Background: an optimization exercise with open tools, aiming at small area, a short achievable clock period and few clock cycles per item. Do not read the settings as production practice.
No run shown here included a check of the RTL's function; only the layout flow was run.

==> design/flow/constraint.sdc <==
create_clock -name core_clock -period 12.5 [get_ports {clk}]
set_input_delay 2.5000 -clock core_clock [delete_from_list [all_inputs] [get_ports {clk}]]
set_output_delay 2.5000 -clock core_clock [all_outputs]
set_load 0.01 [all_outputs]
==> design/flow/standard.sh <==
#!/bin/bash
# synth_recipe.tcl (not shown) runs the flow's synth.tcl, then flattens the netlist and writes it again
# the make line also repeats each setting of config.mk as NAME=value (left out here)
make -C /OpenROAD-flow-scripts/flow DESIGN_CONFIG=/design/flow/config.mk WORK_HOME=/design/flow/orfs CLKGATE_MAP_FILE= SYNTH_SCRIPT=/design/flow/synth_recipe.tcl "${@:-finish}"
==> design/flow/flow/run.sh <==
#!/bin/bash
# The standard layout (the standard.sh: ORFS synthesis to final layout),
# with smaller port buffers and no clock-tree dummy loads.
set -euo pipefail
export BUFFER_PORTS_ARGS="-buffer_cell ${PORT_BUF:-sky130_fd_sc_hd__buf_1}"
export CTS_ARGS="-sink_clustering_enable -repair_clock_nets -dont_use_dummy_load -buf_list sky130_fd_sc_hd__clkbuf_8"
bash standard.sh > standard.log 2>&1
==> design/flow/design.v <==
module fa_cell (
    input  logic a,
    input  logic b,
    input  logic ci,
    output logic s,
    output logic co
);
    assign s  = a ^ b ^ ci;
    assign co = (a & b) | (a & ci) | (b & ci);
endmodule
module assignment (
    input logic clk,
    input logic NRST,
    input logic start,
    input logic [10:0] A,
    input logic [10:0] B,
    output logic [20:0] result,
    output logic ready
);
    logic        busy;
    logic        accept;
    logic [10:0] a_value;
    logic [9:0]  b_mod;
    logic [9:0]  b_mod_next;
    logic [20:0] row0, row1;
    logic pp_0_0;
    logic pp_0_1;
    logic pp_0_2;
    logic pp_0_3;
    logic pp_0_4;
    logic pp_0_5;
    logic pp_0_6;
    logic pp_0_7;
    logic pp_0_8;
    logic pp_0_9;
    logic pp_1_0;
    logic pp_1_1;
    logic pp_1_2;
    logic pp_1_3;
    logic pp_1_4;
    logic pp_1_5;
    logic pp_1_6;
    logic pp_1_7;
    logic pp_1_8;
    logic pp_1_9;
    logic pp_2_0;
    logic pp_2_1;
    logic pp_2_2;
    logic pp_2_3;
    logic pp_2_4;
    logic pp_2_5;
    logic pp_2_6;
    logic pp_2_7;
    logic pp_2_8;
    logic pp_2_9;
    logic pp_3_0;
    logic pp_3_1;
    logic pp_3_2;
    logic pp_3_3;
    logic pp_3_4;
    logic pp_3_5;
    logic pp_3_6;
    logic pp_3_7;
    logic pp_3_8;
    logic pp_3_9;
    logic pp_4_0;
    logic pp_4_1;
    logic pp_4_2;
    logic pp_4_3;
    logic pp_4_4;
    logic pp_4_5;
    logic pp_4_6;
    logic pp_4_7;
    logic pp_4_8;
    logic pp_4_9;
    logic pp_5_0;
    logic pp_5_1;
    logic pp_5_2;
    logic pp_5_3;
    logic pp_5_4;
    logic pp_5_5;
    logic pp_5_6;
    logic pp_5_7;
    logic pp_5_8;
    logic pp_5_9;
    logic pp_6_0;
    logic pp_6_1;
    logic pp_6_2;
    logic pp_6_3;
    logic pp_6_4;
    logic pp_6_5;
    logic pp_6_6;
    logic pp_6_7;
    logic pp_6_8;
    logic pp_6_9;
    logic pp_7_0;
    logic pp_7_1;
    logic pp_7_2;
    logic pp_7_3;
    logic pp_7_4;
    logic pp_7_5;
    logic pp_7_6;
    logic pp_7_7;
    logic pp_7_8;
    logic pp_7_9;
    logic pp_8_0;
    logic pp_8_1;
    logic pp_8_2;
    logic pp_8_3;
    logic pp_8_4;
    logic pp_8_5;
    logic pp_8_6;
    logic pp_8_7;
    logic pp_8_8;
    logic pp_8_9;
    logic pp_9_0;
    logic pp_9_1;
    logic pp_9_2;
    logic pp_9_3;
    logic pp_9_4;
    logic pp_9_5;
    logic pp_9_6;
    logic pp_9_7;
    logic pp_9_8;
    logic pp_9_9;
    logic pp_10_0;
    logic pp_10_1;
    logic pp_10_2;
    logic pp_10_3;
    logic pp_10_4;
    logic pp_10_5;
    logic pp_10_6;
    logic pp_10_7;
    logic pp_10_8;
    logic pp_10_9;
    logic s1;
    logic c2;
    logic s3;
    logic c4;
    logic s5;
    logic c6;
    logic s7;
    logic c8;
    logic s9;
    logic c10;
    logic s11;
    logic c12;
    logic s13;
    logic c14;
    logic s15;
    logic c16;
    logic s17;
    logic c18;
    logic s19;
    logic c20;
    logic s21;
    logic c22;
    logic s23;
    logic c24;
    logic s25;
    logic c26;
    logic s27;
    logic c28;
    logic s29;
    logic c30;
    logic s31;
    logic c32;
    logic s33;
    logic c34;
    logic s35;
    logic c36;
    logic s37;
    logic c38;
    logic s39;
    logic c40;
    logic s41;
    logic c42;
    logic s43;
    logic c44;
    logic s45;
    logic c46;
    logic s47;
    logic c48;
    logic s49;
    logic c50;
    logic s51;
    logic c52;
    logic s53;
    logic c54;
    logic s55;
    logic c56;
    logic s57;
    logic c58;
    logic s59;
    logic c60;
    logic s61;
    logic c62;
    logic s63;
    logic c64;
    logic s65;
    logic c66;
    logic s67;
    logic c68;
    logic s69;
    logic c70;
    logic s71;
    logic c72;
    logic s73;
    logic c74;
    logic s75;
    logic c76;
    logic s77;
    logic c78;
    logic s79;
    logic c80;
    logic s81;
    logic c82;
    logic s83;
    logic c84;
    logic s85;
    logic c86;
    logic s87;
    logic c88;
    logic s89;
    logic c90;
    logic s91;
    logic c92;
    logic s93;
    logic c94;
    logic s95;
    logic c96;
    logic s97;
    logic c98;
    logic s99;
    logic c100;
    logic s101;
    logic c102;
    logic s103;
    logic c104;
    logic s105;
    logic c106;
    logic s107;
    logic c108;
    logic s109;
    logic c110;
    logic s111;
    logic c112;
    logic s113;
    logic c114;
    logic s115;
    logic c116;
    logic s117;
    logic c118;
    logic s119;
    logic c120;
    logic s121;
    logic c122;
    logic s123;
    logic c124;
    logic s125;
    logic c126;
    logic s127;
    logic c128;
    logic s129;
    logic c130;
    logic s131;
    logic c132;
    logic s133;
    logic c134;
    logic s135;
    logic c136;
    logic s137;
    logic c138;
    logic s139;
    logic c140;
    logic s141;
    logic c142;
    logic s143;
    logic c144;
    logic s145;
    logic c146;
    logic s147;
    logic c148;
    logic s149;
    logic c150;
    logic s151;
    logic c152;
    logic s153;
    logic c154;
    logic s155;
    logic c156;
    logic s157;
    logic c158;
    logic s159;
    logic c160;
    assign accept = start & ~busy;
    logic       b_ge_1000, b_ge_2000, b_q1, b_f;
    logic [6:0] h;
    assign h = B[9:3];
    assign b_ge_2000 = B[10] & B[9] & B[8] & B[7] & B[6] & (B[5] | B[4]);
    assign b_ge_1000 = B[10] | (B[9] & B[8] & B[7] & B[6] & B[5] & (B[4] | B[3]));
    assign b_q1 = b_ge_1000 & ~b_ge_2000;
    assign b_f = (b_ge_2000 & (h[1] | h[2])) | (b_q1 & (h[0] | h[1]) & h[2]);
    assign b_mod_next[2:0] = B[2:0];
    assign b_mod_next[3] = h[0] ^ b_q1;
    assign b_mod_next[4] = h[1] ^ (b_ge_2000 | (b_q1 & ~h[0]));
    assign b_mod_next[5] = h[2] ^ ((b_ge_2000 & ~h[1]) | (b_q1 & (h[0] | h[1])));
    assign b_mod_next[6] = h[3] ^ b_f;
    assign b_mod_next[7] = h[4] ^ (b_f & h[3]);
    assign b_mod_next[8] = h[5] ^ (b_f & h[3] & h[4]);
    assign b_mod_next[9] = h[6] ^ (b_f & h[3] & h[4] & h[5]);
    always_ff @(posedge clk) begin
        if (accept) begin
            a_value <= A;
            b_mod   <= b_mod_next;
        end
    end
    assign pp_0_0 = ~(a_value[0] & b_mod[0]);
    assign pp_0_1 = ~(a_value[0] & b_mod[1]);
    assign pp_0_2 = ~(a_value[0] & b_mod[2]);
    assign pp_0_3 = ~(a_value[0] & b_mod[3]);
    assign pp_0_4 = ~(a_value[0] & b_mod[4]);
    assign pp_0_5 = ~(a_value[0] & b_mod[5]);
    assign pp_0_6 = ~(a_value[0] & b_mod[6]);
    assign pp_0_7 = ~(a_value[0] & b_mod[7]);
    assign pp_0_8 = ~(a_value[0] & b_mod[8]);
    assign pp_0_9 = ~(a_value[0] & b_mod[9]);
    assign pp_1_0 = ~(a_value[1] & b_mod[0]);
    assign pp_1_1 = ~(a_value[1] & b_mod[1]);
    assign pp_1_2 = ~(a_value[1] & b_mod[2]);
    assign pp_1_3 = ~(a_value[1] & b_mod[3]);
    assign pp_1_4 = ~(a_value[1] & b_mod[4]);
    assign pp_1_5 = ~(a_value[1] & b_mod[5]);
    assign pp_1_6 = ~(a_value[1] & b_mod[6]);
    assign pp_1_7 = ~(a_value[1] & b_mod[7]);
    assign pp_1_8 = ~(a_value[1] & b_mod[8]);
    assign pp_1_9 = ~(a_value[1] & b_mod[9]);
    assign pp_2_0 = ~(a_value[2] & b_mod[0]);
    assign pp_2_1 = ~(a_value[2] & b_mod[1]);
    assign pp_2_2 = ~(a_value[2] & b_mod[2]);
    assign pp_2_3 = ~(a_value[2] & b_mod[3]);
    assign pp_2_4 = ~(a_value[2] & b_mod[4]);
    assign pp_2_5 = ~(a_value[2] & b_mod[5]);
    assign pp_2_6 = ~(a_value[2] & b_mod[6]);
    assign pp_2_7 = ~(a_value[2] & b_mod[7]);
    assign pp_2_8 = ~(a_value[2] & b_mod[8]);
    assign pp_2_9 = ~(a_value[2] & b_mod[9]);
    assign pp_3_0 = ~(a_value[3] & b_mod[0]);
    assign pp_3_1 = ~(a_value[3] & b_mod[1]);
    assign pp_3_2 = ~(a_value[3] & b_mod[2]);
    assign pp_3_3 = ~(a_value[3] & b_mod[3]);
    assign pp_3_4 = ~(a_value[3] & b_mod[4]);
    assign pp_3_5 = ~(a_value[3] & b_mod[5]);
    assign pp_3_6 = ~(a_value[3] & b_mod[6]);
    assign pp_3_7 = ~(a_value[3] & b_mod[7]);
    assign pp_3_8 = ~(a_value[3] & b_mod[8]);
    assign pp_3_9 = ~(a_value[3] & b_mod[9]);
    assign pp_4_0 = ~(a_value[4] & b_mod[0]);
    assign pp_4_1 = ~(a_value[4] & b_mod[1]);
    assign pp_4_2 = ~(a_value[4] & b_mod[2]);
    assign pp_4_3 = ~(a_value[4] & b_mod[3]);
    assign pp_4_4 = ~(a_value[4] & b_mod[4]);
    assign pp_4_5 = ~(a_value[4] & b_mod[5]);
    assign pp_4_6 = ~(a_value[4] & b_mod[6]);
    assign pp_4_7 = ~(a_value[4] & b_mod[7]);
    assign pp_4_8 = ~(a_value[4] & b_mod[8]);
    assign pp_4_9 = ~(a_value[4] & b_mod[9]);
    assign pp_5_0 = ~(a_value[5] & b_mod[0]);
    assign pp_5_1 = ~(a_value[5] & b_mod[1]);
    assign pp_5_2 = ~(a_value[5] & b_mod[2]);
    assign pp_5_3 = ~(a_value[5] & b_mod[3]);
    assign pp_5_4 = ~(a_value[5] & b_mod[4]);
    assign pp_5_5 = ~(a_value[5] & b_mod[5]);
    assign pp_5_6 = ~(a_value[5] & b_mod[6]);
    assign pp_5_7 = ~(a_value[5] & b_mod[7]);
    assign pp_5_8 = ~(a_value[5] & b_mod[8]);
    assign pp_5_9 = ~(a_value[5] & b_mod[9]);
    assign pp_6_0 = ~(a_value[6] & b_mod[0]);
    assign pp_6_1 = ~(a_value[6] & b_mod[1]);
    assign pp_6_2 = ~(a_value[6] & b_mod[2]);
    assign pp_6_3 = ~(a_value[6] & b_mod[3]);
    assign pp_6_4 = ~(a_value[6] & b_mod[4]);
    assign pp_6_5 = ~(a_value[6] & b_mod[5]);
    assign pp_6_6 = ~(a_value[6] & b_mod[6]);
    assign pp_6_7 = ~(a_value[6] & b_mod[7]);
    assign pp_6_8 = ~(a_value[6] & b_mod[8]);
    assign pp_6_9 = ~(a_value[6] & b_mod[9]);
    assign pp_7_0 = ~(a_value[7] & b_mod[0]);
    assign pp_7_1 = ~(a_value[7] & b_mod[1]);
    assign pp_7_2 = ~(a_value[7] & b_mod[2]);
    assign pp_7_3 = ~(a_value[7] & b_mod[3]);
    assign pp_7_4 = ~(a_value[7] & b_mod[4]);
    assign pp_7_5 = ~(a_value[7] & b_mod[5]);
    assign pp_7_6 = ~(a_value[7] & b_mod[6]);
    assign pp_7_7 = ~(a_value[7] & b_mod[7]);
    assign pp_7_8 = ~(a_value[7] & b_mod[8]);
    assign pp_7_9 = ~(a_value[7] & b_mod[9]);
    assign pp_8_0 = ~(a_value[8] & b_mod[0]);
    assign pp_8_1 = ~(a_value[8] & b_mod[1]);
    assign pp_8_2 = ~(a_value[8] & b_mod[2]);
    assign pp_8_3 = ~(a_value[8] & b_mod[3]);
    assign pp_8_4 = ~(a_value[8] & b_mod[4]);
    assign pp_8_5 = ~(a_value[8] & b_mod[5]);
    assign pp_8_6 = ~(a_value[8] & b_mod[6]);
    assign pp_8_7 = ~(a_value[8] & b_mod[7]);
    assign pp_8_8 = ~(a_value[8] & b_mod[8]);
    assign pp_8_9 = ~(a_value[8] & b_mod[9]);
    assign pp_9_0 = ~(a_value[9] & b_mod[0]);
    assign pp_9_1 = ~(a_value[9] & b_mod[1]);
    assign pp_9_2 = ~(a_value[9] & b_mod[2]);
    assign pp_9_3 = ~(a_value[9] & b_mod[3]);
    assign pp_9_4 = ~(a_value[9] & b_mod[4]);
    assign pp_9_5 = ~(a_value[9] & b_mod[5]);
    assign pp_9_6 = ~(a_value[9] & b_mod[6]);
    assign pp_9_7 = ~(a_value[9] & b_mod[7]);
    assign pp_9_8 = ~(a_value[9] & b_mod[8]);
    assign pp_9_9 = ~(a_value[9] & b_mod[9]);
    assign pp_10_0 = ~(a_value[10] & b_mod[0]);
    assign pp_10_1 = ~(a_value[10] & b_mod[1]);
    assign pp_10_2 = ~(a_value[10] & b_mod[2]);
    assign pp_10_3 = ~(a_value[10] & b_mod[3]);
    assign pp_10_4 = ~(a_value[10] & b_mod[4]);
    assign pp_10_5 = ~(a_value[10] & b_mod[5]);
    assign pp_10_6 = ~(a_value[10] & b_mod[6]);
    assign pp_10_7 = ~(a_value[10] & b_mod[7]);
    assign pp_10_8 = ~(a_value[10] & b_mod[8]);
    assign pp_10_9 = ~(a_value[10] & b_mod[9]);
    fa_cell u_fa1 (.a(pp_0_9), .b(pp_1_8), .ci(pp_2_7), .s(s1), .co(c2));
    fa_cell u_fa2 (.a(pp_10_0), .b(pp_1_9), .ci(pp_2_8), .s(s3), .co(c4));
    fa_cell u_fa3 (.a(pp_10_1), .b(pp_2_9), .ci(pp_3_8), .s(s5), .co(c6));
    fa_cell u_fa4 (.a(pp_0_6), .b(pp_1_5), .ci(pp_2_4), .s(s7), .co(c8));
    fa_cell u_fa5 (.a(pp_0_7), .b(pp_1_6), .ci(pp_2_5), .s(s9), .co(c10));
    fa_cell u_fa6 (.a(pp_3_4), .b(pp_4_3), .ci(pp_5_2), .s(s11), .co(c12));
    fa_cell u_fa7 (.a(pp_0_8), .b(pp_1_7), .ci(pp_2_6), .s(s13), .co(c14));
    fa_cell u_fa8 (.a(pp_3_5), .b(pp_4_4), .ci(pp_5_3), .s(s15), .co(c16));
    fa_cell u_fa9 (.a(pp_6_2), .b(pp_7_1), .ci(pp_8_0), .s(s17), .co(c18));
    fa_cell u_fa10 (.a(pp_3_6), .b(pp_4_5), .ci(pp_5_4), .s(s19), .co(c20));
    fa_cell u_fa11 (.a(pp_6_3), .b(pp_7_2), .ci(pp_8_1), .s(s21), .co(c22));
    fa_cell u_fa12 (.a(pp_9_0), .b(s1), .ci(c14), .s(s23), .co(c24));
    fa_cell u_fa13 (.a(pp_3_7), .b(pp_4_6), .ci(pp_5_5), .s(s25), .co(c26));
    fa_cell u_fa14 (.a(pp_6_4), .b(pp_7_3), .ci(pp_8_2), .s(s27), .co(c28));
    fa_cell u_fa15 (.a(pp_9_1), .b(c2), .ci(s3), .s(s29), .co(c30));
    fa_cell u_fa16 (.a(pp_4_7), .b(pp_5_6), .ci(pp_6_5), .s(s31), .co(c32));
    fa_cell u_fa17 (.a(pp_7_4), .b(pp_8_3), .ci(pp_9_2), .s(s33), .co(c34));
    fa_cell u_fa18 (.a(c4), .b(s5), .ci(c26), .s(s35), .co(c36));
    fa_cell u_fa19 (.a(pp_10_2), .b(pp_3_9), .ci(pp_4_8), .s(s37), .co(c38));
    fa_cell u_fa20 (.a(pp_5_7), .b(pp_6_6), .ci(pp_7_5), .s(s39), .co(c40));
    fa_cell u_fa21 (.a(pp_8_4), .b(pp_9_3), .ci(c6), .s(s41), .co(c42));
    fa_cell u_fa22 (.a(pp_10_3), .b(pp_4_9), .ci(pp_5_8), .s(s43), .co(c44));
    fa_cell u_fa23 (.a(pp_6_7), .b(pp_7_6), .ci(pp_8_5), .s(s45), .co(c46));
    fa_cell u_fa24 (.a(pp_10_4), .b(pp_5_9), .ci(pp_6_8), .s(s47), .co(c48));
    fa_cell u_fa25 (.a(pp_0_4), .b(pp_1_3), .ci(pp_2_2), .s(s49), .co(c50));
    fa_cell u_fa26 (.a(pp_0_5), .b(pp_1_4), .ci(pp_2_3), .s(s51), .co(c52));
    fa_cell u_fa27 (.a(pp_3_2), .b(pp_4_1), .ci(pp_5_0), .s(s53), .co(c54));
    fa_cell u_fa28 (.a(pp_3_3), .b(pp_4_2), .ci(pp_5_1), .s(s55), .co(c56));
    fa_cell u_fa29 (.a(pp_6_0), .b(s7), .ci(c52), .s(s57), .co(c58));
    fa_cell u_fa30 (.a(pp_6_1), .b(pp_7_0), .ci(c8), .s(s59), .co(c60));
    fa_cell u_fa31 (.a(s11), .b(s9), .ci(c56), .s(s61), .co(c62));
    fa_cell u_fa32 (.a(c10), .b(c12), .ci(s13), .s(s63), .co(c64));
    fa_cell u_fa33 (.a(s15), .b(s17), .ci(c60), .s(s65), .co(c66));
    fa_cell u_fa34 (.a(c16), .b(c18), .ci(s19), .s(s67), .co(c68));
    fa_cell u_fa35 (.a(s21), .b(s23), .ci(c64), .s(s69), .co(c70));
    fa_cell u_fa36 (.a(c20), .b(c22), .ci(s25), .s(s71), .co(c72));
    fa_cell u_fa37 (.a(s27), .b(c24), .ci(s29), .s(s73), .co(c74));
    fa_cell u_fa38 (.a(c28), .b(s31), .ci(s33), .s(s75), .co(c76));
    fa_cell u_fa39 (.a(c30), .b(s35), .ci(c72), .s(s77), .co(c78));
    fa_cell u_fa40 (.a(c32), .b(c34), .ci(s37), .s(s79), .co(c80));
    fa_cell u_fa41 (.a(s39), .b(c36), .ci(s41), .s(s81), .co(c82));
    fa_cell u_fa42 (.a(pp_9_4), .b(c38), .ci(c40), .s(s83), .co(c84));
    fa_cell u_fa43 (.a(s43), .b(s45), .ci(c42), .s(s85), .co(c86));
    fa_cell u_fa44 (.a(pp_7_7), .b(pp_8_6), .ci(pp_9_5), .s(s87), .co(c88));
    fa_cell u_fa45 (.a(c44), .b(c46), .ci(s47), .s(s89), .co(c90));
    fa_cell u_fa46 (.a(pp_10_5), .b(pp_6_9), .ci(pp_7_8), .s(s91), .co(c92));
    fa_cell u_fa47 (.a(pp_8_7), .b(pp_9_6), .ci(c48), .s(s93), .co(c94));
    fa_cell u_fa48 (.a(pp_10_6), .b(pp_7_9), .ci(pp_8_8), .s(s95), .co(c96));
    fa_cell u_fa49 (.a(pp_0_3), .b(pp_1_2), .ci(pp_2_1), .s(s97), .co(c98));
    fa_cell u_fa50 (.a(pp_3_1), .b(pp_4_0), .ci(s49), .s(s99), .co(c100));
    fa_cell u_fa51 (.a(c50), .b(s51), .ci(s53), .s(s101), .co(c102));
    fa_cell u_fa52 (.a(c54), .b(s55), .ci(s57), .s(s103), .co(c104));
    fa_cell u_fa53 (.a(c58), .b(s59), .ci(s61), .s(s105), .co(c106));
    fa_cell u_fa54 (.a(c62), .b(s63), .ci(s65), .s(s107), .co(c108));
    fa_cell u_fa55 (.a(s67), .b(c66), .ci(s69), .s(s109), .co(c110));
    fa_cell u_fa56 (.a(c68), .b(s71), .ci(c70), .s(s111), .co(c112));
    fa_cell u_fa57 (.a(s75), .b(c74), .ci(s77), .s(s113), .co(c114));
    fa_cell u_fa58 (.a(c76), .b(s79), .ci(s81), .s(s115), .co(c116));
    fa_cell u_fa59 (.a(c80), .b(s83), .ci(c82), .s(s117), .co(c118));
    fa_cell u_fa60 (.a(s87), .b(c84), .ci(s89), .s(s119), .co(c120));
    fa_cell u_fa61 (.a(c88), .b(s91), .ci(c90), .s(s121), .co(c122));
    fa_cell u_fa62 (.a(pp_9_7), .b(c92), .ci(s95), .s(s123), .co(c124));
    fa_cell u_fa63 (.a(pp_10_7), .b(pp_8_9), .ci(pp_9_8), .s(s125), .co(c126));
    fa_cell u_fa64 (.a(pp_0_2), .b(pp_1_1), .ci(pp_2_0), .s(s127), .co(c128));
    fa_cell u_fa65 (.a(pp_3_0), .b(s97), .ci(c128), .s(s129), .co(c130));
    fa_cell u_fa66 (.a(c98), .b(s99), .ci(c130), .s(s131), .co(c132));
    fa_cell u_fa67 (.a(c100), .b(s101), .ci(c132), .s(s133), .co(c134));
    fa_cell u_fa68 (.a(c102), .b(s103), .ci(c134), .s(s135), .co(c136));
    fa_cell u_ha1 (.a(c104), .b(s105), .ci(1'b1), .s(s137), .co(c138));
    fa_cell u_fa69 (.a(c106), .b(s107), .ci(c138), .s(s139), .co(c140));
    fa_cell u_ha2 (.a(c108), .b(s109), .ci(1'b1), .s(s141), .co(c142));
    fa_cell u_fa70 (.a(s73), .b(c110), .ci(s111), .s(s143), .co(c144));
    fa_cell u_ha3 (.a(c112), .b(s113), .ci(1'b1), .s(s145), .co(c146));
    fa_cell u_fa71 (.a(c78), .b(c114), .ci(s115), .s(s147), .co(c148));
    fa_cell u_fa72 (.a(s85), .b(s117), .ci(c116), .s(s149), .co(c150));
    fa_cell u_fa73 (.a(c86), .b(s119), .ci(c118), .s(s151), .co(c152));
    fa_cell u_fa74 (.a(s93), .b(s121), .ci(c120), .s(s153), .co(c154));
    fa_cell u_fa75 (.a(c94), .b(s123), .ci(c122), .s(s155), .co(c156));
    fa_cell u_fa76 (.a(c96), .b(s125), .ci(c124), .s(s157), .co(c158));
    fa_cell u_fa77 (.a(pp_10_8), .b(pp_9_9), .ci(c126), .s(s159), .co(c160));
    assign row0 = {1'b1, pp_10_9, s159, s157, s155, s153, c150, c148, c146, s145, c142, c140, s139, s137, s135, s133, s131, s129, s127, pp_0_1, pp_0_0};
    assign row1 = {1'b1, c160, c158, c156, c154, c152, s151, s149, s147, c144, s143, s141, 1'b1, c136, 1'b1, 1'b1, 1'b1, 1'b1, 1'b1, pp_1_0, 1'b1};
    logic [10:0] blk0;
    assign blk0 = ~({1'b0, row0[9:0]} + {1'b0, row1[9:0]} + 11'd1);
    logic [4:0] blk1;
    assign blk1 = ~({1'b0, row0[13:10]} + {1'b0, row1[13:10]});
    logic [4:0] blk2;
    assign blk2 = ~({1'b0, row0[17:14]} + {1'b0, row1[17:14]});
    logic [3:0] blk3;
    assign blk3 = ~({1'b0, row0[20:18]} + {1'b0, row1[20:18]});
    logic [20:0] sum_q;
    logic [2:0] gen_q;
    logic [2:1] prop_q;
    always_ff @(posedge clk) begin
        sum_q[9:0] <= blk0[9:0];
        gen_q[0] <= blk0[10];
        sum_q[13:10] <= blk1[3:0];
        gen_q[1] <= blk1[4];
        prop_q[1] <= &(row0[13:10] ^ row1[13:10]);
        sum_q[17:14] <= blk2[3:0];
        gen_q[2] <= blk2[4];
        prop_q[2] <= &(row0[17:14] ^ row1[17:14]);
        sum_q[20:18] <= blk3[2:0];
    end
    logic [3:1] cin;
    assign cin[1] = gen_q[0];
    assign cin[2] = gen_q[1] & (~prop_q[1] | cin[1]);
    assign cin[3] = gen_q[2] & (~prop_q[2] | cin[2]);
    assign result[9:0] = sum_q[9:0];
    assign result[13:10] = sum_q[13:10] - {3'b0, !cin[1]};
    assign result[17:14] = sum_q[17:14] - {3'b0, !cin[2]};
    assign result[20:18] = sum_q[20:18] - {2'b0, !cin[3]};
    always_ff @(posedge clk or negedge NRST) begin
        if (!NRST) begin
            busy  <= 1'b0;
            ready <= 1'b0;
        end else begin
            busy  <= accept;
            ready <= busy | (ready & ~start);
        end
    end
endmodule
==> design/flow/config.mk <==
export PLATFORM = sky130hd
export DESIGN_NAME = assignment
export DESIGN_NICKNAME = assignment
export VERILOG_FILES = /design/flow/design.v
export SDC_FILE = /design/flow/constraint.sdc
export NUM_CORES = 4
export LEC_CHECK = 0
export CAP_MARGIN = 20
export CORE_MARGIN = 2
export CORE_UTILIZATION = 65
export SLEW_MARGIN = 20
export SYNTH_HIERARCHICAL = 1
export SYNTH_MINIMUM_KEEP_SIZE = 0
==> results of run 1 <==
## state kept, by name (all words and copies together), names as in the netlist
name and flops:
a_value 11, sum_q 21, prop_q 2, ready 1, busy 1, gen_q 3
b_mod 10
## per-module statistics from Yosys (local to each module, per instance)
module / cells inside / flops+latches / area, um^2 / times used
assignment: 316 / 49 / 2760 / 1
fa_cell: 1 / 0 / 20.0 / 80
## cell families after synthesis
| kind of cell | after synthesis | share of synthesized area |
|---|---|---|
| multiplexers | 1 | 0.00229 |
| AO/OA/AOI/OAI | 28 | 0.0499 |
| AND/OR/NAND/NOR | 136 | 0.131 |
| buffers and inverters | 60 | 0.0637 |
| other | 1 | 0.000860 |
| flip-flops | 49 | 0.275 |
| XOR/XNOR | 15 | 0.0301 |
| adder cells (fa/ha/maj) | 106 | 0.447 |
## final timing paths
| check | end | slack [ns] | cells after the start |
|---|---|---|---|
| min in group asynchronous | ready | 1.95 | 1 |
| setup / recovery | result[20] | 8.26 | 6 |
| hold reg to reg | ready | 0.48 | 1 |
| hold / removal | ready | 0.48 | 1 |
| setup reg to reg | gen_q[1] | 8.36 | 10 |
| max in group asynchronous | busy | 10.43 | 1 |
## worst reg2reg max path, cell delays in order (launching register included)
cell	delay [ns]
edfxtp_1	0.56
nand2_1	0.13
fa_1	0.57
fa_1	0.45
fa_1	0.56
fa_1	0.44
fa_1	0.41
ha_1	0.24
fa_1	0.40
a21o_1	0.17
a21oi_1	0.12
## final cells by class
| cell class | count | area share |
|---|---|---|
| flip-flops and latches | 49 | 0.265 |
| repair buffers | 47 | 0.0397 |
| clock buffers | 5 | 0.0152 |
| inverters | 27 | 0.0223 |
| well taps | 77 | 0.0212 |
| multi-input cells | 289 | 0.637 |
## routing by layer
layer | global-route usage | share of wire | vias up
li1 | - | - | 1275
met1 | 0.311 | 0.43 | 1368
met2 | 0.400 | 0.50 | 81
met3 | 0.0452 | 0.059 | 5
met4 | 0.0563 | 0.0085 | 0
met5 | 0 | 0 | -
## cell usage in the layout (no fill, tap or decap), types with 2 or more instances in the layout
master and count:
dfrtp_1 2, nor4_1 2, a21o_1 6, buf_1 46, inv_1 27, nand2_1 113
dfxtp_1 26, fa_1 83, xor2_1 7, and2_1 4, nor2_1 9, conb_1 3
ha_1 23, o21ai_1 2, clkbuf_8 5, o21ai_0 2, a21oi_1 7, edfxtp_1 21
and4_1 2, xnor2_1 8
==> impl_metrics.toml, run 1 <==
[sta]
setup_viol = 0
finalMaxSlewViolations = 0
period_share = 0.339
skew_ns = 0.0303
hold-worst-slack_ns = 0.476
min_period_ns = 4.24
timing.setup.tns_ns = 0
finalHoldViolCount = 0
rsz0062_at_grt = "false"
fmax_mhz = 236
setup_slack_ns = 8.26

[synth]
synthesis.area_um2 = 4360
synth_area_leaders = "fa_1 38%, edfxtp_1 14%, dfxtp_1 12%, nand2_1 9.7%, ha_1 6.6%"
synth_cell_types = 39
synth-main-ff-cell = "dfxtp_1"
ys_async_sr_fraction = 0.0408
post-synth-top-area-fraction = 0.381
synth_top_area_cell = "fa_1"
ys_seq_area_frac = 0.275
synth_edf_count = 21
synth_seq_cells = 49
ys_top_cells_by_count = "113 x nand2_1, 83 x fa_1, 27 x inv_1"
yosysMostFrequentCell = "nand2_1"
post_synth.cell_area_avg_um2 = 11.0
yosys_warnings = 7
syn_inst = 396

[clock_tree]
post_cts_resized = 0
tritoncts = "built"
cts_root_buffer = "clkbuf_8"
htree_num_levels = 2
cts_made_buffers = 5
cts.clk_slew.worst_paths_ns = 0.10
ctsHoldBuffers = 0
post_cts_buffers = 0
cts_sinks = 49
cts_buffer_depth = 2
clkLatencyLatePin_ns = 0.31

[setup_path]
crit_start = "gen_q[0]"
max_stage_delay_ns = 0.36
crit_type = "reg2out"
path_buf_inv = 1
path_delay_family = "compound AO/OA/AOI/OAI gates"
worst-endpoint-required_ns = 10.00
crit_chain = "o21ai_1 > a21bo_1 > ha_1 > ha_1 > xor2_1 > buf_1"
worstSetupEndpointType = "output pin"
critPathArrivalTime_ns = 1.74
worst_setup_path_start_kind = "register"
regToRegStartpoint = "b_mod[9]"
cp_max_fo = 2
critPathMostFrequentCell = "ha_1"
crit_path_top_delay_cell = "dfxtp_1"

[route]
drt_iter0_drc = 106
ant_nets = 0
route.detailed.drc = 0
drtPass1Iterations = 4
wirelength_um = 7410
num_vias = 2729
wl_per_cell_um = 15.0
via_per_inst = 5.52

[min_path]
min_path_type = "reg2reg"
hold_start = "busy"

[cells_and_area]
areaGrowthSynthToFinish_pct = 4.04
utilization = 0.707
area.sequential_um2 = 1200
diodes = 0
fillers = 492
fin_nets = 550
drive_gt1_frac = 0.0216
final_cell_area_um2 = 4540
multiInputGateArea_um2 = 2890
instances_no_fill = 494

[placement]
dp_slack_ns = 8.40
placed_cells = 489
io_buffers = 46
routabilityCongestion = 0.844
place_area_um2 = 4470
dpl.hpwl_um = 5890

[floorplan]
rows = 29
ioPinCount = 47
die_area_um2 = 7380
coreArea_um2 = 6420
start_util = 0.679
die_y_um = 85.9
die_x_um = 85.9

[global_routing]
grt_use_total = 0.234
grt_pass1_wl_um = 13200
grt_overflow = 0
antenna_found_initial = 0
grt_start_max_net_pins = 23
grt_pass1_vias = 2948

[run]
drv_cap = 0

[outcome]
status = "no timing/DRC/antenna violations"
==> run 2: changes to the inputs <==
--- a/design/flow/design.v
+++ b/design/flow/design.v
@@ -507,36 +507,36 @@
     fa_cell u_fa77 (.a(pp_10_8), .b(pp_9_9), .ci(c126), .s(s159), .co(c160));
     assign row0 = {1'b1, pp_10_9, s159, s157, s155, s153, c150, c148, c146, s145, c142, c140, s139, s137, s135, s133, s131, s129, s127, pp_0_1, pp_0_0};
     assign row1 = {1'b1, c160, c158, c156, c154, c152, s151, s149, s147, c144, s143, s141, 1'b1, c136, 1'b1, 1'b1, 1'b1, 1'b1, 1'b1, pp_1_0, 1'b1};
-    logic [10:0] blk0;
-    assign blk0 = ~({1'b0, row0[9:0]} + {1'b0, row1[9:0]} + 11'd1);
+    logic [9:0] blk0;
+    assign blk0 = ~({1'b0, row0[8:0]} + {1'b0, row1[8:0]} + 10'd1);
     logic [4:0] blk1;
-    assign blk1 = ~({1'b0, row0[13:10]} + {1'b0, row1[13:10]});
+    assign blk1 = ~({1'b0, row0[12:9]} + {1'b0, row1[12:9]});
     logic [4:0] blk2;
-    assign blk2 = ~({1'b0, row0[17:14]} + {1'b0, row1[17:14]});
-    logic [3:0] blk3;
-    assign blk3 = ~({1'b0, row0[20:18]} + {1'b0, row1[20:18]});
+    assign blk2 = ~({1'b0, row0[16:13]} + {1'b0, row1[16:13]});
+    logic [4:0] blk3;
+    assign blk3 = ~({1'b0, row0[20:17]} + {1'b0, row1[20:17]});
     logic [20:0] sum_q;
     logic [2:0] gen_q;
     logic [2:1] prop_q;
     always_ff @(posedge clk) begin
-        sum_q[9:0] <= blk0[9:0];
-        gen_q[0] <= blk0[10];
-        sum_q[13:10] <= blk1[3:0];
+        sum_q[8:0] <= blk0[8:0];
+        gen_q[0] <= blk0[9];
+        sum_q[12:9] <= blk1[3:0];
         gen_q[1] <= blk1[4];
-        prop_q[1] <= &(row0[13:10] ^ row1[13:10]);
-        sum_q[17:14] <= blk2[3:0];
+        prop_q[1] <= &(row0[12:9] ^ row1[12:9]);
+        sum_q[16:13] <= blk2[3:0];
         gen_q[2] <= blk2[4];
-        prop_q[2] <= &(row0[17:14] ^ row1[17:14]);
-        sum_q[20:18] <= blk3[2:0];
+        prop_q[2] <= &(row0[16:13] ^ row1[16:13]);
+        sum_q[20:17] <= blk3[3:0];
     end
     logic [3:1] cin;
     assign cin[1] = gen_q[0];
     assign cin[2] = gen_q[1] & (~prop_q[1] | cin[1]);
     assign cin[3] = gen_q[2] & (~prop_q[2] | cin[2]);
-    assign result[9:0] = sum_q[9:0];
-    assign result[13:10] = sum_q[13:10] - {3'b0, !cin[1]};
-    assign result[17:14] = sum_q[17:14] - {3'b0, !cin[2]};
-    assign result[20:18] = sum_q[20:18] - {2'b0, !cin[3]};
+    assign result[8:0] = sum_q[8:0];
+    assign result[12:9] = sum_q[12:9] - {3'b0, !cin[1]};
+    assign result[16:13] = sum_q[16:13] - {3'b0, !cin[2]};
+    assign result[20:17] = sum_q[20:17] - {3'b0, !cin[3]};
     always_ff @(posedge clk or negedge NRST) begin
         if (!NRST) begin
             busy  <= 1'b0;
==> impl_metrics.toml, run 2 <==
[min_path]
min_path_type = "reg2reg"
hold_depth = 1

[route]
wirelength_um = 7730
wl_per_cell_um = 15.6
num_vias = 2772
drtPass1Iterations = 20
drt_iter0_drc = 227
via_per_inst = 5.60
route.detailed.drc = 0
ant_nets = 0

[setup_path]
crit_chain = "inv_1 > o21ai_0 > a21bo_2 > ha_1 > nor3b_1 > xor2_1 > buf_1"
crit_start = "prop_q[1]"
cp_num_cells = 7
crit_type = "reg2out"
regToRegStartpoint = "b_mod[9]"
worst_setup_path_start_kind = "register"
crit_path_top_delay_cell = "o21ai_0"
worst-endpoint-required_ns = 10.00
worstSetupEndpointType = "output pin"
critPathArrivalTime_ns = 1.95
cp_max_fo = 2
max_stage_delay_ns = 0.37
r2r_slack_ns = 8.32
worstSetupEndpoint = "result[20]"
path_buf_inv = 2
reg2regPathDepth = 10
worstReg2RegEnd = "gen_q[1]"
path_delay_family = "compound AO/OA/AOI/OAI gates"

[clock_tree]
post_cts_resized = 0
cts_buffer_depth = 2
tritoncts = "built"
htree_num_levels = 2
clkLatencyLatePin_ns = 0.31
post_cts_buffers = 0
cts_root_buffer = "clkbuf_8"
cts_made_buffers = 5
ctsHoldBuffers = 0
cts.clk_slew.worst_paths_ns = 0.10
cts_sinks = 49

[cells_and_area]
areaGrowthSynthToFinish_pct = 4.57
final_common_cell = "nand2_1"
drive_gt1_frac = 0.0359
diodes = 0
fin_nets = 552
final_cell_mix = "110 x nand2_1, 83 x fa_1, 46 x buf_1, 27 x inv_1, 26 x dfxtp_1"
largest_reg_flops = 21
regMostFlops = "sum_q"

[run]
drv_cap = 0

[global_routing]
antenna_found_initial = 0
grt_pass1_wl_um = 14300
grt_util_met1 = 0.319
grt_start_max_net_pins = 23
gr-usage-met2 = 0.438
grt_overflow = 0
grt_use_met3 = 0.0395
top_usage_layer = "met2"
grt_use_total = 0.251
grt_pass1_vias = 3134

[outcome]
status = "no timing/DRC/antenna violations"

[synth]
synthesis.area_um2 = 4350
ys_async_sr_fraction = 0.0408
synth_area_leaders = "fa_1 38%, edfxtp_1 14%, dfxtp_1 12%, nand2_1 9.5%, ha_1 6.9%"
post-synth-top-area-fraction = 0.382
post_synth.cell_area_avg_um2 = 11.0
syn_inst = 395
synth-main-ff-cell = "dfxtp_1"
synth_top_area_cell = "fa_1"
yosys_warnings = 7
ys_top_cells_by_count = "110 x nand2_1, 83 x fa_1, 27 x inv_1"
ys_seq_area_frac = 0.276
synth_edf_count = 21
synth_seq_cells = 49
synth_cell_types = 38
yosysMostFrequentCell = "nand2_1"

[floorplan]
die_area_um2 = 7360
ioPinCount = 47
die_x_um = 85.8
coreArea_um2 = 6420
start_util = 0.677
rows = 29
die_y_um = 85.8

[sta]
finalMaxSlewViolations = 0
finalHoldViolCount = 0
rsz0062_at_grt = "false"
min_period_ns = 4.45
skew_ns = 0.0250
period_share = 0.356
timing.setup.tns_ns = 0
setup_viol = 0
fmax_mhz = 225

[placement]
routabilityCongestion = 0.850
dpl.hpwl_um = 6090
io_buffers = 46
## run 2: stage by stage
| stage | cells | worst slack, ns | util | instance area, um^2 | hold slack (ns) |
|---|---|---|---|---|---|
| 2_1_floorplan | 397 | 8.45 | - | 4360 | 0.429 |
| 3_3_place_gp | 490 | 8.42 | 0.698 | 4480 | 0.434 |
| 3_5_place_dp | 490 | 8.35 | 0.698 | 4480 | 0.447 |
| 4_1_cts | 495 | 8.04 | 0.708 | 4550 | 0.471 |
| 5_1_grt | 495 | 7.86 | 0.708 | 4550 | 0.489 |
| 6_report | 495 | 8.05 | 0.708 | 4550 | 0.467 |
## run 2: final cells by class
| type | count | area (um^2) |
|---|---|---|
| clock buffers | 5 | 68.8 |
| flip-flops and latches | 49 | 1200 |
| repair buffers | 47 | 180 |
| multi-input cells | 290 | 2900 |
| inverters | 27 | 101 |
| well taps | 77 | 96.3 |
| fillers | 486 | 1870 |
## run 2: how the worst min path moves through the flow
stage	start	end	slack [ns]
5_1_grt	busy	ready	0.49
4_1_cts	busy	ready	0.47
3_3_place_gp	busy	ready	0.43
2_1_floorplan	busy	ready	0.43
6_report	busy	ready	0.47
3_5_place_dp	busy	ready	0.45
## run 2: logic make-up after synthesis
logic type	Yosys count	share of synthesized area
and+or+nand+nor	135	0.133
xor gates and xnor gates	17	0.0342
other	1	0.000862
adders and majority gates	107	0.451
DFF	49	0.276
buffers and inverters	58	0.0587
muxes	1	0.00230
AOI/OAI and AO/OA	27	0.0440
## run 2: routing by layer
metal	part of all wire	vias up
li1	-	1276
met1	0.40	1376
met2	0.52	101
met3	0.051	19
met4	0.031	0
met5	0	-
## run 2: per-module statistics from Yosys, one instance, submodules excluded
module,area [um^2],times used,cells inside
assignment,2750,1,315
fa_cell,20.0,80,1
==> run 3: changes to the inputs <==
--- a/design/flow/design.v
+++ b/design/flow/design.v
@@ -509,34 +509,34 @@
     assign row1 = {1'b1, c160, c158, c156, c154, c152, s151, s149, s147, c144, s143, s141, 1'b1, c136, 1'b1, 1'b1, 1'b1, 1'b1, 1'b1, pp_1_0, 1'b1};
     logic [9:0] blk0;
     assign blk0 = ~({1'b0, row0[8:0]} + {1'b0, row1[8:0]} + 10'd1);
-    logic [4:0] blk1;
-    assign blk1 = ~({1'b0, row0[12:9]} + {1'b0, row1[12:9]});
+    logic [3:0] blk1;
+    assign blk1 = ~({1'b0, row0[11:9]} + {1'b0, row1[11:9]} + 4'd1);
     logic [4:0] blk2;
-    assign blk2 = ~({1'b0, row0[16:13]} + {1'b0, row1[16:13]});
-    logic [4:0] blk3;
-    assign blk3 = ~({1'b0, row0[20:17]} + {1'b0, row1[20:17]});
+    assign blk2 = ~({1'b0, row0[15:12]} + {1'b0, row1[15:12]} + 5'd1);
+    logic [5:0] blk3;
+    assign blk3 = ~({1'b0, row0[20:16]} + {1'b0, row1[20:16]} + 6'd1);
     logic [20:0] sum_q;
     logic [2:0] gen_q;
     logic [2:1] prop_q;
     always_ff @(posedge clk) begin
         sum_q[8:0] <= blk0[8:0];
         gen_q[0] <= blk0[9];
-        sum_q[12:9] <= blk1[3:0];
-        gen_q[1] <= blk1[4];
-        prop_q[1] <= &(row0[12:9] ^ row1[12:9]);
-        sum_q[16:13] <= blk2[3:0];
+        sum_q[11:9] <= blk1[2:0];
+        gen_q[1] <= blk1[3];
+        prop_q[1] <= &(row0[11:9] ^ row1[11:9]);
+        sum_q[15:12] <= blk2[3:0];
         gen_q[2] <= blk2[4];
-        prop_q[2] <= &(row0[16:13] ^ row1[16:13]);
-        sum_q[20:17] <= blk3[3:0];
+        prop_q[2] <= &(row0[15:12] ^ row1[15:12]);
+        sum_q[20:16] <= blk3[4:0];
     end
     logic [3:1] cin;
     assign cin[1] = gen_q[0];
-    assign cin[2] = gen_q[1] & (~prop_q[1] | cin[1]);
-    assign cin[3] = gen_q[2] & (~prop_q[2] | cin[2]);
+    assign cin[2] = (gen_q[0] & prop_q[1]) | gen_q[1];
+    assign cin[3] = (gen_q[0] & prop_q[1] & prop_q[2]) | (gen_q[1] & prop_q[2]) | gen_q[2];
     assign result[8:0] = sum_q[8:0];
-    assign result[12:9] = sum_q[12:9] - {3'b0, !cin[1]};
-    assign result[16:13] = sum_q[16:13] - {3'b0, !cin[2]};
-    assign result[20:17] = sum_q[20:17] - {3'b0, !cin[3]};
+    assign result[11:9] = sum_q[11:9] + 3'(cin[1]);
+    assign result[15:12] = sum_q[15:12] + 4'(cin[2]);
+    assign result[20:16] = sum_q[20:16] + 5'(cin[3]);
     always_ff @(posedge clk or negedge NRST) begin
         if (!NRST) begin
             busy  <= 1'b0;
==> impl_metrics.toml, run 3 <==
[route]
via_per_inst = 5.47
drt_iter0_drc = 149
ant_nets = 0
num_vias = 2653
route.detailed.drc = 0
wirelength_um = 7450
drtPass1Iterations = 4
wl_per_cell_um = 15.4

[placement]
place_area_um2 = 4390
dpl.hpwl_um = 5940
routabilityCongestion = 0.904
io_buffers = 46
placed_cells = 480

[setup_path]
crit_chain = "a21o_1 > a21o_1 > ha_1 > ha_1 > nand3_1 > xnor2_1 > buf_1"
worst-endpoint-required_ns = 10.00
crit_path_top_delay_cell = "dfxtp_1"
crit_type = "reg2out"
max_stage_delay_ns = 0.34
cp_max_fo = 2
worst_setup_path_start_kind = "register"
worstSetupEndpointType = "output pin"
critPathArrivalTime_ns = 1.83

[synth]
syn_inst = 386
ys_seq_area_frac = 0.282
ys_async_sr_fraction = 0.0408
yosys_warnings = 7
yosysMostFrequentCell = "nand2_1"
synth_seq_cells = 49
post-synth-top-area-fraction = 0.390
synth_cell_types = 30
post_synth.cell_area_avg_um2 = 11.0
synth-main-ff-cell = "dfxtp_1"
synth_top_area_cell = "fa_1"
synth_edf_count = 21
synthesis.area_um2 = 4260
ys_top_cells_by_count = "111 x nand2_1, 83 x fa_1, 26 x dfxtp_1"
synth_area_leaders = "fa_1 39%, edfxtp_1 15%, dfxtp_1 12%, nand2_1 9.8%, ha_1 7.0%"

[global_routing]
grt_pass1_wl_um = 13100
grt_overflow = 0
grt_pass1_vias = 2855
grt_start_max_net_pins = 23
antenna_found_initial = 0
grt_use_total = 0.233

[sta]
fmax_mhz = 231
finalMaxSlewViolations = 0
hold-worst-slack_ns = 0.465
setup_viol = 0
period_share = 0.346
min_period_ns = 4.33
timing.setup.tns_ns = 0
rsz0062_at_grt = "false"
skew_ns = 0.0290
finalHoldViolCount = 0

[cells_and_area]
fin_nets = 542
areaGrowthSynthToFinish_pct = 4.64
regMostFlops = "sum_q"
drive_gt1_frac = 0.0196
instances_no_fill = 485
final_cell_area_um2 = 4460
diodes = 0
final_cell_mix = "111 x nand2_1, 83 x fa_1, 46 x buf_1, 26 x dfxtp_1, 24 x ha_1"
largest_reg_flops = 21
final_common_cell = "nand2_1"

[clock_tree]
cts_sinks = 49
cts_root_buffer = "clkbuf_8"
cts_buffer_depth = 2
tritoncts = "built"
cts.clk_slew.worst_paths_ns = 0.10
ctsHoldBuffers = 0
htree_num_levels = 2
cts_made_buffers = 5
post_cts_buffers = 0
clkLatencyLatePin_ns = 0.31
post_cts_resized = 0

[floorplan]
start_util = 0.671
coreArea_um2 = 6350
die_x_um = 85.0
rows = 29
die_y_um = 85.0
ioPinCount = 47
die_area_um2 = 7220

[outcome]
status = "no timing/DRC/antenna violations"

[min_path]
min_path_type = "reg2reg"

[run]
drv_cap = 0
## run 3: changes by cell type in the layout (fill, tap and decap cells not counted), moves of 2 or more
cell	change
nand2b_1	-2
nand3_1	+5
nand2_2	-2
nand3b_1	+2
and3_1	+2
nor3_1	-2
a21o_1	+2
inv_1	-6
nor3b_1	-2
## run 3: path summary, 6_finish.rpt
check / startpoint / to / slack (ns) / depth (start not counted)
max in group asynchronous: NRST / busy / 10.42 / 1
worst min register to register: busy / ready / 0.46 / 1
worst max register to register: b_mod[1] / gen_q[2] / 8.37 / 12
min in group asynchronous: NRST / ready / 1.95 / 1
worst min-delay path: busy / ready / 0.46 / 1
worst max-delay path: gen_q[0] / result[20] / 8.17 / 7
## run 3: critical path: cells and delay by family, from the launching register on
family	cells	cell delay, ns
buf+inv	1	0.16
simple gates	1	0.09
flops	1	0.34
xor+xnor	1	0.11
fa+ha+maj	2	0.41
compound gates	2	0.41
## run 3: area by class of cell
type	instances	area, um^2
multi-input combinational	286	2840
fill	474	1890
sequential	49	1200
timing repair buffer	47	180
tap	77	96.3
inverter	21	78.8
clock buffer	5	68.8
## run 3: stage by stage
stage,util,worst slack (ns)
4_1_cts,0.702,8.14
3_5_place_dp,0.692,8.42
3_3_place_gp,0.692,8.44
6_report,0.702,8.17
5_1_grt,0.702,8.07
2_1_floorplan,-,8.49
## run 3: logic make-up (layout without fill, tap and decap cells)
family / count (synthesis) / after routing / share of synthesized area
xor gates and xnor gates: 18 / 18 / 0.0370
buffers and inverters: 53 / 73 / 0.0549
DFF: 49 / 49 / 0.282
other: 1 / 3 / 0.000880
and+or+nand+nor: 134 / 134 / 0.129
adders and majority gates: 107 / 107 / 0.460
AOI/OAI and AO/OA: 24 / 24 / 0.0358
## run 3: per-layer routing
metal	vias up	share of wire	track usage
met5	-	0	0
met4	0	0.022	0.0750
met3	15	0.061	0.0457
met2	80	0.51	0.404
met1	1316	0.40	0.298
li1	1242	-	-
## run 3: per-module statistics from Yosys, one instance, submodules excluded
module	area (um^2)	cells	flip-flops and latches
assignment	2660	306	49
fa_cell	20.0	1	0
==> run 4: changes to the inputs <==
--- a/design/flow/design.v
+++ b/design/flow/design.v
@@ -8,6 +8,14 @@
     assign s  = a ^ b ^ ci;
     assign co = (a & b) | (a & ci) | (b & ci);
 endmodule
+module operand_select (
+    input  logic        load,
+    input  logic [20:0] d,
+    input  logic [20:0] q,
+    output logic [20:0] y
+);
+    assign y = load ? d : q;
+endmodule
 module assignment (
     input logic clk,
     input logic NRST,
@@ -309,11 +317,15 @@
     assign b_mod_next[7] = h[4] ^ (b_f & h[3]);
     assign b_mod_next[8] = h[5] ^ (b_f & h[3] & h[4]);
     assign b_mod_next[9] = h[6] ^ (b_f & h[3] & h[4] & h[5]);
+    logic [20:0] operands_next;
+    operand_select u_operand_select (
+        .load(accept),
+        .d({A, b_mod_next}),
+        .q({a_value, b_mod}),
+        .y(operands_next)
+    );
     always_ff @(posedge clk) begin
-        if (accept) begin
-            a_value <= A;
-            b_mod   <= b_mod_next;
-        end
+        {a_value, b_mod} <= operands_next;
     end
     assign pp_0_0 = ~(a_value[0] & b_mod[0]);
     assign pp_0_1 = ~(a_value[0] & b_mod[1]);
@@ -507,36 +519,36 @@
     fa_cell u_fa77 (.a(pp_10_8), .b(pp_9_9), .ci(c126), .s(s159), .co(c160));
     assign row0 = {1'b1, pp_10_9, s159, s157, s155, s153, c150, c148, c146, s145, c142, c140, s139, s137, s135, s133, s131, s129, s127, pp_0_1, pp_0_0};
     assign row1 = {1'b1, c160, c158, c156, c154, c152, s151, s149, s147, c144, s143, s141, 1'b1, c136, 1'b1, 1'b1, 1'b1, 1'b1, 1'b1, pp_1_0, 1'b1};
-    logic [9:0] blk0;
-    assign blk0 = ~({1'b0, row0[8:0]} + {1'b0, row1[8:0]} + 10'd1);
-    logic [3:0] blk1;
-    assign blk1 = ~({1'b0, row0[11:9]} + {1'b0, row1[11:9]} + 4'd1);
+    logic [8:0] blk0;
+    assign blk0 = ~({1'b0, row0[7:0]} + {1'b0, row1[7:0]} + 9'd1);
+    logic [5:0] blk1;
+    assign blk1 = ~({1'b0, row0[12:8]} + {1'b0, row1[12:8]} + 6'd1);
     logic [4:0] blk2;
-    assign blk2 = ~({1'b0, row0[15:12]} + {1'b0, row1[15:12]} + 5'd1);
-    logic [5:0] blk3;
-    assign blk3 = ~({1'b0, row0[20:16]} + {1'b0, row1[20:16]} + 6'd1);
+    assign blk2 = ~({1'b0, row0[16:13]} + {1'b0, row1[16:13]} + 5'd1);
+    logic [4:0] blk3;
+    assign blk3 = ~({1'b0, row0[20:17]} + {1'b0, row1[20:17]} + 5'd1);
     logic [20:0] sum_q;
     logic [2:0] gen_q;
     logic [2:1] prop_q;
     always_ff @(posedge clk) begin
-        sum_q[8:0] <= blk0[8:0];
-        gen_q[0] <= blk0[9];
-        sum_q[11:9] <= blk1[2:0];
-        gen_q[1] <= blk1[3];
-        prop_q[1] <= &(row0[11:9] ^ row1[11:9]);
-        sum_q[15:12] <= blk2[3:0];
+        sum_q[7:0] <= blk0[7:0];
+        gen_q[0] <= blk0[8];
+        sum_q[12:8] <= blk1[4:0];
+        gen_q[1] <= blk1[5];
+        prop_q[1] <= &(row0[12:8] ^ row1[12:8]);
+        sum_q[16:13] <= blk2[3:0];
         gen_q[2] <= blk2[4];
-        prop_q[2] <= &(row0[15:12] ^ row1[15:12]);
-        sum_q[20:16] <= blk3[4:0];
+        prop_q[2] <= &(row0[16:13] ^ row1[16:13]);
+        sum_q[20:17] <= blk3[3:0];
     end
     logic [3:1] cin;
     assign cin[1] = gen_q[0];
     assign cin[2] = (gen_q[0] & prop_q[1]) | gen_q[1];
     assign cin[3] = (gen_q[0] & prop_q[1] & prop_q[2]) | (gen_q[1] & prop_q[2]) | gen_q[2];
-    assign result[8:0] = sum_q[8:0];
-    assign result[11:9] = sum_q[11:9] + 3'(cin[1]);
-    assign result[15:12] = sum_q[15:12] + 4'(cin[2]);
-    assign result[20:16] = sum_q[20:16] + 5'(cin[3]);
+    assign result[7:0] = sum_q[7:0];
+    assign result[12:8] = sum_q[12:8] + 5'(cin[1]);
+    assign result[16:13] = sum_q[16:13] + 4'(cin[2]);
+    assign result[20:17] = sum_q[20:17] + 4'(cin[3]);
     always_ff @(posedge clk or negedge NRST) begin
         if (!NRST) begin
             busy  <= 1'b0;
==> design/flow/flow/run.sh (replaced) <==
#!/bin/bash
# The standard layout (the standard.sh: ORFS synthesis to final layout),
# with smaller port buffers, no clock-tree dummy loads, and stronger operand
# flip-flops (flow/post_floorplan.tcl).
set -euo pipefail
here=$(cd "$(dirname "$0")" && pwd)
export BUFFER_PORTS_ARGS="-buffer_cell sky130_fd_sc_hd__buf_1"
export CTS_ARGS="-sink_clustering_enable -repair_clock_nets -dont_use_dummy_load -buf_list sky130_fd_sc_hd__clkbuf_8"
export POST_FLOORPLAN_TCL="$here/post_floorplan.tcl"
export OPERAND_FF_CELL=sky130_fd_sc_hd__dfxtp_4
bash standard.sh > standard.log 2>&1
==> design/flow/flow/post_floorplan.tcl (new file) <==
# After floorplan: give the operand flip-flops, which drive the partial
# products, a stronger drive (same cell type, larger size).
set block [ord::get_db_block]
foreach inst [$block getInsts] {
  set name [$inst getName]
  set master [[$inst getMaster] getName]
  if {$master eq "sky130_fd_sc_hd__dfxtp_1" &&
      ([string match "a_value*" $name] || [string match "b_mod*" $name])} {
    puts "upsize $name"
    replace_cell $name $::env(OPERAND_FF_CELL)
  }
}
==> impl_metrics.toml, run 4 <==
[outcome]
status = "no timing/DRC/antenna violations"

[setup_path]
crit_path_top_delay_cell = "dfxtp_1"
r2r_slack_ns = 8.47
worst_setup_path_start_kind = "register"
worstSetupEndpointType = "output pin"
regToRegStartpoint = "b_mod[9]"
reg2regPathDepth = 12
critPathArrivalTime_ns = 1.71
worst-endpoint-required_ns = 10.00
worstReg2RegEnd = "gen_q[1]"
cp_num_cells = 6
max_stage_delay_ns = 0.33
crit_chain = "a21o_1 > a21o_1 > ha_1 > ha_1 > xor2_1 > buf_1"
cp_max_fo = 2
crit_type = "reg2out"
path_delay_family = "compound AO/OA/AOI/OAI gates"
path_buf_inv = 1

[route]
route.detailed.drc = 0
ant_nets = 0
via_per_inst = 5.60
wl_per_cell_um = 15.6
wirelength_um = 7890
num_vias = 2841
drt_iter0_drc = 139
drtPass1Iterations = 4

[sta]
timing.setup.tns_ns = 0
fmax_mhz = 238
skew_ns = 0.0190
setup_viol = 0
finalHoldViolCount = 0
finalMaxSlewViolations = 0
min_period_ns = 4.21
hold-worst-slack_ns = 0.487
rsz0062_at_grt = "false"
period_share = 0.337

[synth]
post_synth.cell_area_avg_um2 = 10.7
synth_area_leaders = "fa_1 38%, dfxtp_1 21%, nand2_1 9.5%, ha_1 6.8%, mux2_4 6.8%"
synth_cell_types = 33
synth_seq_cells = 49
yosysMostFrequentCell = "nand2_1"
syn_inst = 409
ys_async_sr_fraction = 0.0408
synth_edf_count = 0
synth-main-ff-cell = "dfxtp_1"
yosys_warnings = 7
synth_top_area_cell = "fa_1"
ys_top_cells_by_count = "111 x nand2_1, 83 x fa_1, 47 x dfxtp_1"
post-synth-top-area-fraction = 0.378
ys_seq_area_frac = 0.225
synthesis.area_um2 = 4400

[global_routing]
grt_use_total = 0.242
grt_pass1_vias = 3070
grt_start_max_net_pins = 23
antenna_found_initial = 0
grt_pass1_wl_um = 13900
grt_overflow = 0

[clock_tree]
tritoncts = "built"
cts_sinks = 49
clkLatencyLatePin_ns = 0.30
htree_num_levels = 2
ctsHoldBuffers = 0
cts_root_buffer = "clkbuf_8"
cts.clk_slew.worst_paths_ns = 0.09
post_cts_resized = 0
cts_buffer_depth = 2
cts_made_buffers = 5
post_cts_buffers = 0

[cells_and_area]
fin_nets = 564
instances_no_fill = 507
diodes = 0
largest_reg_flops = 21
fillers = 502
final_common_cell = "nand2_1"
drive_gt1_frac = 0.123
areaGrowthSynthToFinish_pct = 5.83
utilization = 0.720
regMostFlops = "sum_q"
final_cell_mix = "111 x nand2_1, 83 x fa_1, 46 x buf_1, 26 x dfxtp_1, 24 x ha_1"

[floorplan]
die_y_um = 86.2
start_util = 0.681
rows = 29
die_area_um2 = 7440
coreArea_um2 = 6460
die_x_um = 86.2
ioPinCount = 47

[min_path]
min_path_type = "reg2reg"
hold_depth = 1
hold_end = "ready"
hold_start = "busy"

[run]
drv_cap = 0

[placement]
io_buffers = 46
placed_cells = 502
dpl.hpwl_um = 6130
routabilityCongestion = 0.849
[run 4: worst max-delay path by stage]
| stage | start | endpoint | slack, ns |
|---|---|---|---|
| floorplan | b_mod[9] | gen_q[1] | 8.40 |
| global placement | B[9] | b_mod[9] | 8.46 |
| detailed placement | B[9] | b_mod[9] | 8.41 |
| CTS | gen_q[0] | result[19] | 8.26 |
| global route | gen_q[0] | result[19] | 8.16 |
| finish | gen_q[0] | result[19] | 8.29 |
[run 4: modules after synthesis, one instance, submodules excluded]
module / times used / flops+latches / cells / area [um^2]
assignment: 1 / 49 / 306 / 2460
fa_cell: 80 / 0 / 1 / 20.0
operand_select: 1 / 0 / 23 / 334
[run 4: routing by layer]
metal	wire, um	track usage	up-vias
li1	-	-	1308
met1	3160	0.298	1426
met2	4160	0.436	89
met3	384	0.0381	18
met4	187	0.0795	0
met5	0	0	-
[run 4: kinds of logic (layout without fill, tap and decap cells)]
| logic type | Yosys count | after routing | share of synthesized area |
|---|---|---|---|
| buf+inv | 54 | 73 | 0.0583 |
| flops | 49 | 49 | 0.225 |
| other cells | 1 | 3 | 0.000853 |
| mux | 21 | 21 | 0.0709 |
| xor+xnor | 18 | 18 | 0.0359 |
| compound gates | 23 | 23 | 0.0330 |
| simple gates | 136 | 136 | 0.129 |
| fa+ha+maj | 107 | 107 | 0.446 |
[run 4: area by class of cell]
cell class                 count  area [um^2]  area share
clock buffer                   5         68.8      0.0148
inverter                      21         78.8      0.0169
multi-input combinational    308         3160       0.679
sequential                    49         1070       0.230
tap                           77         96.3      0.0207
timing repair buffer          47          180      0.0387
[run 4: stage by stage]
step,setup WS (ns),cell area (um^2)
finish,8.29,4650
global route,8.16,4650
CTS,8.26,4650
detailed placement,8.41,4580
global placement,8.46,4580
floorplan,8.40,4400
==> run 5: changes to the inputs <==
--- a/design/flow/design.v
+++ b/design/flow/design.v
@@ -530,7 +530,10 @@
     logic [20:0] sum_q;
     logic [2:0] gen_q;
     logic [2:1] prop_q;
+    logic pre_cin2, cin_q2;
+    assign pre_cin2 = (blk0[8] & (&(row0[12:8] ^ row1[12:8]))) | blk1[5];
     always_ff @(posedge clk) begin
+        cin_q2 <= pre_cin2;
         sum_q[7:0] <= blk0[7:0];
         gen_q[0] <= blk0[8];
         sum_q[12:8] <= blk1[4:0];
@@ -543,8 +546,8 @@
     end
     logic [3:1] cin;
     assign cin[1] = gen_q[0];
-    assign cin[2] = (gen_q[0] & prop_q[1]) | gen_q[1];
-    assign cin[3] = (gen_q[0] & prop_q[1] & prop_q[2]) | (gen_q[1] & prop_q[2]) | gen_q[2];
+    assign cin[2] = cin_q2;
+    assign cin[3] = (gen_q[2] | (prop_q[2] & cin_q2));
     assign result[7:0] = sum_q[7:0];
     assign result[12:8] = sum_q[12:8] + 5'(cin[1]);
     assign result[16:13] = sum_q[16:13] + 4'(cin[2]);
==> impl_metrics.toml, run 5 <==
[cells_and_area]
diodes = 0
final_cell_area_um2 = 4620
fillers = 482
regMostFlops = "sum_q"
fin_nets = 562
largest_reg_flops = 21
areaGrowthSynthToFinish_pct = 6.05
final_cell_mix = "111 x nand2_1, 83 x fa_1, 46 x buf_1, 25 x dfxtp_1, 24 x ha_1"
drive_gt1_frac = 0.119
final_common_cell = "nand2_1"

[sta]
timing.setup.tns_ns = 0
finalHoldViolCount = 0
period_share = 0.339
setup_viol = 0
hold-worst-slack_ns = 0.490
rsz0062_at_grt = "false"
fmax_mhz = 236
min_period_ns = 4.23
finalMaxSlewViolations = 0
skew_ns = 0.0240

[clock_tree]
clkLatencyLatePin_ns = 0.30
htree_num_levels = 2
post_cts_resized = 0
cts.clk_slew.worst_paths_ns = 0.08
cts_buffer_depth = 2
ctsHoldBuffers = 0
tritoncts = "built"
post_cts_buffers = 0
cts_made_buffers = 5
cts_root_buffer = "clkbuf_8"
cts_sinks = 48

[route]
route.detailed.drc = 0
drt_iter0_drc = 124
drtPass1Iterations = 4
wirelength_um = 7560
ant_nets = 0
via_per_inst = 5.55
wl_per_cell_um = 15.0
num_vias = 2801

[global_routing]
grt_overflow = 0
grt_start_max_net_pins = 23
grt_pass1_vias = 3075
antenna_found_initial = 0
grt_pass1_wl_um = 14000
grt_use_total = 0.243

[synth]
yosys_warnings = 7
synth_seq_cells = 48
muxShareOfSynthArea = 0.0714
synth_top_family_by_area = "adder cells"
syn_inst = 407
post_synth.cell_area_avg_um2 = 10.7
ys_async_sr_fraction = 0.0417
ys_top_cells_by_count = "111 x nand2_1, 83 x fa_1, 46 x dfxtp_1"
synth-simple-area-share = 0.128
ys_seq_area_frac = 0.223
synth_cell_types = 31
synth-main-ff-cell = "dfxtp_1"
synth_edf_count = 0
synth-adder-area-share = 0.450
synth-xor-area-share = 0.0362
synth_top_area_cell = "fa_1"
synthesis.area_um2 = 4360
post-synth-top-area-fraction = 0.381
yosysMostFrequentCell = "nand2_1"
synth_area_leaders = "fa_1 38%, dfxtp_1 21%, nand2_1 9.6%, ha_1 6.9%, mux2_4 6.9%"
synth_compound_area_frac = 0.0336

[floorplan]
die_y_um = 85.9
start_util = 0.679
die_x_um = 85.9
ioPinCount = 47
coreArea_um2 = 6420
rows = 29
die_area_um2 = 7380

[placement]
place_area_um2 = 4560
io_buffers = 46
dpl.hpwl_um = 5940
routabilityCongestion = 0.825

[setup_path]
worstSetupEndpointType = "register"
worst-endpoint-required_ns = 12.67
critPathArrivalTime_ns = 4.41
crit_type = "reg2reg"
cp_max_fo = 12
worst_setup_path_start_kind = "register"

[min_path]
min_path_type = "reg2reg"

[outcome]
status = "no timing/DRC/antenna violations"

[run]
drv_cap = 0
## run 5: kinds of logic after synthesis
kind of cell,after synthesis
simple gates,135
buf+inv,54
mux,21
xor+xnor,18
flops,48
other cells,1
fa+ha+maj,107
compound gates,23
## run 5: worst max-delay path, stage by stage (launching register included)
cell	delay (ns)
dfxtp_4	0.42
nand2_1	0.09
fa_1	0.57
fa_1	0.45
fa_1	0.55
fa_1	0.43
fa_1	0.52
inv_1	0.04
ha_1	0.20
fa_1	0.40
inv_1	0.07
a21o_1	0.10
a21oi_1	0.06
a31o_1	0.19
## run 5: path summary, 6_finish.rpt
check | from | end | slack (ns) | depth (start not counted)
hold reg to reg | busy | ready | 0.49 | 1
setup / recovery | b_mod[9] | cin_q2 | 8.27 | 13
min in group asynchronous | NRST | busy | 1.96 | 1
setup reg to reg | b_mod[9] | cin_q2 | 8.27 | 13
hold / removal | busy | ready | 0.49 | 1
max in group asynchronous | NRST | ready | 10.42 | 1
## run 5: through the flow
stage               worst slack (ns)  std cells   util
CTS                             8.25        505  0.720
global route                    8.12        505  0.720
global placement                8.36        500  0.709
detailed placement              8.29        500  0.709
finish                          8.27        505  0.720
floorplan                       8.23        409      -
## run 5: routing by layer
layer,vias up,wire [um],track usage,part of all wire
li1,1311,-,-,-
met1,1407,3200,0.316,0.42
met2,69,3930,0.425,0.52
met3,14,292,0.0356,0.039
met4,0,126,0.0678,0.017
met5,-,0,0,0
## run 5: final cells by class
class	instances	area, um^2	share of cell area
multi-input combinational	307	3150	0.681
timing repair buffer	47	180	0.0390
inverter	21	78.8	0.0170
clock buffer	5	68.8	0.0149
sequential	48	1050	0.227
tap	77	96.3	0.0208
## run 5: per-module statistics from Yosys (local to each module, per instance)
module          cell area, um^2  flops+latches
assignment                 2420             48
fa_cell                    20.0              0
operand_select              334              0

separate check: timing with driven ports:
No port has a modelled driver above. Below, the same layouts with a new extraction and two added sets of constraints. Step 1: set_driving_cell puts a clkbuf_16 on clk and a buf_2 on each other input, an assumption about the parent block. Step 2 adds t to the input delays and takes it off the output delays; t is the mean of the earliest and latest rising clock arrival at the registers after step 1. Input paths then give back, and output paths get back, about the clock's delay inside the block. Slacks: ideal / step 1 / step 2; pairs: ideal / step 1.
run | t (ns) | slack for setup (ns) | worst setup path at the end | clock arrival spread, ns | pins driven straight from the clock port
run 1 | 0.331 | 8.264 / 8.232 / 8.363 | register to register | 0.030 / 0.030 | 1
run 2 | 0.327 | 8.051 / 8.020 / 8.325 | register to register | 0.025 / 0.025 | 1
run 3 | 0.326 | 8.169 / 8.138 / 8.371 | register to register | 0.029 / 0.029 | 1
run 4 | 0.323 | 8.290 / 8.260 / 8.409 | input to register | 0.019 / 0.019 | 1
run 5 | 0.320 | 8.267 / 8.267 / 8.267 | register to register | 0.025 / 0.024 | 1
After both steps setup and hold are still met in every run listed.
